Background: an optimization exercise with open tools, aiming at small area and a short achievable clock period. Do not read the settings as production practice. Only simulation tests tie the RTL to the original design; equivalence was not proved. No driver is modelled on the clock port, so clock power and skew are understated where the tree is cut down; a real chip needs a root buffer or a tree. Power and IR drop assume default switching activity.

==> run H: inputs <==
## TM_ALU
module TM_ALU (clk, reset, AvgTxLen, InstExed, CurTxLen, AvgTxLen_new, InstExed_new);
clock: 27.0 ns
lec_check: 0
cap_margin: 20
core_margin: 2
core_utilization: 40
slew_margin: 20
synth_hierarchical: 1
standard.sh (not shown) runs the stock make flow with config.mk's settings and CLKGATE_MAP_FILE= SYNTH_SCRIPT=/design/flow/synth_recipe.tcl, a recipe that flattens the netlist after the stock synthesis.
==> flow/flow/run.sh <==
#!/bin/bash
set -euo pipefail
export BUFFER_PORTS_ARGS="-buffer_cell sky130_fd_sc_hd__buf_1"
export POST_CTS_TCL="$(pwd)/flow/cts_post.tcl"
export CLKTREE_N=${CLKTREE_N:-3}
export CLKTREE_BUF=${CLKTREE_BUF:-sky130_fd_sc_hd__clkbuf_16}
bash standard.sh > standard_flow.log 2>&1
==> flow/flow/cts_post.tcl <==
set block [ord::get_db_block]
set nbuf $::env(CLKTREE_N)
set bufm [[ord::get_db] findMaster $::env(CLKTREE_BUF)]
set clkport [$block findBTerm clk]
set clknet [$clkport getNet]
# collect the flip-flop clock pins and the clock-tree cells below the port
set sinks {}
set tree {}
set todo [list $clknet]
while {[llength $todo]} {
  set net [lindex $todo 0]; set todo [lrange $todo 1 end]
  foreach it [$net getITerms] {
    if {[$it isOutputSignal]} continue
    set inst [$it getInst]
    set mname [[$inst getMaster] getName]
    if {[string match "*dfxtp*" $mname]} {
      lappend sinks $it
    } else {
      lappend tree $inst
      foreach ot [$inst getITerms] {
        if {[$ot isOutputSignal] && [$ot getNet] ne "NULL"} { lappend todo [$ot getNet] }
      }
    }
  }
}
puts "clock tree: [llength $sinks] sinks, [llength $tree] tree cells"
# remove the old tree
set oldnets {}
foreach inst $tree {
  foreach ot [$inst getITerms] {
    if {[$ot isOutputSignal] && [$ot getNet] ne "NULL"} { lappend oldnets [$ot getNet] }
  }
}
foreach it $sinks { $it disconnect }
foreach inst $tree { odb::dbInst_destroy $inst }
foreach net [lsort -unique $oldnets] { if {$net ne $clknet} { odb::dbNet_destroy $net } }
# k-means on the flip-flop locations
set pts {}
foreach it $sinks {
  set b [[$it getInst] getBBox]
  lappend pts [list [expr {([$b xMin]+[$b xMax])/2.0}] [expr {([$b yMin]+[$b yMax])/2.0}]]
}
set n [llength $pts]
set cent {}
set sorted [lsort -real -index 0 $pts]
for {set k 0} {$k < $nbuf} {incr k} {
  lappend cent [lindex $sorted [expr {int(($k + 0.5) * $n / $nbuf)}]]
}
for {set iter 0} {$iter < 30} {incr iter} {
  set asg {}
  foreach p $pts {
    set best 0; set bd 1e30
    for {set k 0} {$k < $nbuf} {incr k} {
      set c [lindex $cent $k]
      set d [expr {abs([lindex $p 0]-[lindex $c 0]) + abs([lindex $p 1]-[lindex $c 1])}]
      if {$d < $bd} { set bd $d; set best $k }
    }
    lappend asg $best
  }
  set newc {}
  for {set k 0} {$k < $nbuf} {incr k} {
    set sx 0; set sy 0; set m 0
    foreach p $pts a $asg { if {$a == $k} { set sx [expr {$sx+[lindex $p 0]}]; set sy [expr {$sy+[lindex $p 1]}]; incr m } }
    if {$m} { lappend newc [list [expr {$sx/$m}] [expr {$sy/$m}]] } else { lappend newc [lindex $cent $k] }
  }
  set cent $newc
}
for {set k 0} {$k < $nbuf} {incr k} {
  set inst [odb::dbInst_create $block $bufm "clkbuf_one_$k"]
  set net [odb::dbNet_create $block "clknet_one_$k"]
  $net setSigType CLOCK
  [$inst findITerm A] connect $clknet
  [$inst findITerm X] connect $net
  set c [lindex $cent $k]
  $inst setLocation [expr {int([lindex $c 0])}] [expr {int([lindex $c 1])}]
  $inst setPlacementStatus PLACED
  set m 0
  foreach it $sinks a $asg { if {$a == $k} { $it connect $net; incr m } }
  puts "clkbuf_one_$k: $m sinks"
}
detailed_placement
check_placement -verbose
estimate_parasitics -placement
report_clock_skew
==> inputs of run F, as changes to run H <==
==> flow/flow/run.sh (replaced) <==
#!/bin/bash
set -euo pipefail
export BUFFER_PORTS_ARGS="-buffer_cell sky130_fd_sc_hd__buf_1"
export CTS_ARGS="-sink_clustering_enable -repair_clock_nets -dont_use_dummy_load -buf_list {sky130_fd_sc_hd__clkbuf_4 sky130_fd_sc_hd__clkbuf_8}"
bash standard.sh > standard_flow.log 2>&1
removed: flow/flow/cts_post.tcl
==> inputs of run M, as changes to run H <==
==> flow/flow/run.sh (replaced) <==
#!/bin/bash
set -euo pipefail
export BUFFER_PORTS_ARGS="-buffer_cell sky130_fd_sc_hd__buf_1"
export POST_CTS_TCL="$(pwd)/flow/cts_post.tcl"
export CLKTREE_N=${CLKTREE_N:-4}
export CLKTREE_BUF=${CLKTREE_BUF:-sky130_fd_sc_hd__clkbuf_16}
bash standard.sh > standard_flow.log 2>&1
==> summary of the runs <==
- Run M produced a clean layout. Run H went through all stages and came out clean. Run F finished clean.
- The lowest clock power belongs to run H, the highest to run F.
- Die area is the same in run F and run H.
- Sequential share of layout area, highest first: run H, run M, run F.
- Core utilization, highest first: run F, run M, run H.
- The highest worst hold slack belongs to run H, the lowest to run F.
- The lowest first-iteration DRC count belongs to run F, the highest to run M.
- Critical path depth is the same in run H and run M.
- Synthesized cell count is the same in run M and run F.
- In flip-flop and latch count, run M and run F do not differ.
- Via count: run H < run M < run F.
==> figures <==
                                                                            run H         run F         run M
Status                                           no timing/DRC/antenna violations  no timing/DRC/antenna violations  no timing/DRC/antenna violations
Internal power consumption                                                 272 uW        281 uW        278 uW
Largest stage delay, worst path                                           0.33 ns       0.32 ns       0.32 ns
Final Cell Area                                                       0.00408 mm2   0.00413 mm2   0.00411 mm2
Wire length of the first global-routing pass                              8110 um       8300 um       8180 um
Fraction of power consumed by combinational cells                           42.5%         40.7%         41.7%
Final worst setup slack                                                  20.95 ns      20.78 ns      20.97 ns
Average wire per standard cell                                            9.69 um       9.92 um       9.70 um
Slack of the worst reg-to-reg path                                       21.12 ns      21.13 ns      21.10 ns
Multi-input gate share of the layout cell area                              43.2%         42.7%         43.0%
Clock slew at reported path FFs                                           0.12 ns       0.09 ns       0.10 ns
Share of power burned in registers                                          44.6%         42.7%         43.8%
Power per cell area                                                   98.5 mW/mm2    102 mW/mm2   99.5 mW/mm2
Final core utilization                                                      44.2%         44.7%         44.4%
Min-Delay Endpoint                                                   d2_1$_DFF_P_  a2_4$_DFF_P_  a2_0$_DFF_P_
Total wire length                                                         4590 um       4760 um       4610 um
Via/cell ratio                                                               4.20          4.21          4.22
Via count of the first global-routing pass                                  1,971         2,000         1,980
Actual slew at the worst max-slew pin                                    0.593 ns      0.589 ns      0.592 ns
Min-Delay Startpoint                                                 d1_1$_DFF_P_  a1_4$_DFF_P_  a1_0$_DFF_P_
Met2 Track Usage GR                                                         18.0%         17.5%         18.0%
Share of final-layout standard cells stronger than drive strength 1         1.16%         2.85%         1.45%
The clock cells of run H and run M come from the design's own scripts or RTL, not from TritonCTS.

## static timing again, ports no longer ideal
The flow's constraints put no driver on any port. The routed layouts listed below were extracted and timed again, unchanged, in two steps. Step 1, drivers: a clkbuf_16 drives clk and a buf_2 each remaining input, both assumed. Step 2 moves the port delays by t, midway between the first and last clock arrival at a register: inputs arrive t later, outputs are due t later. That takes back most of the time a late clock gives input paths. Slacks: no drivers / after step 1 / after step 2; pairs: no drivers / after step 1.
run	t, ns	setup slack, ns	clock arrival spread, ns
run H	0.229	20.952 / 20.889 / 21.118	0.019 / 0.020
run F	0.369	20.784 / 20.754 / 21.123	0.027 / 0.027
run M	0.223	20.970 / 20.898 / 21.101	0.025 / 0.026
After both steps setup and hold are still met in every run listed.
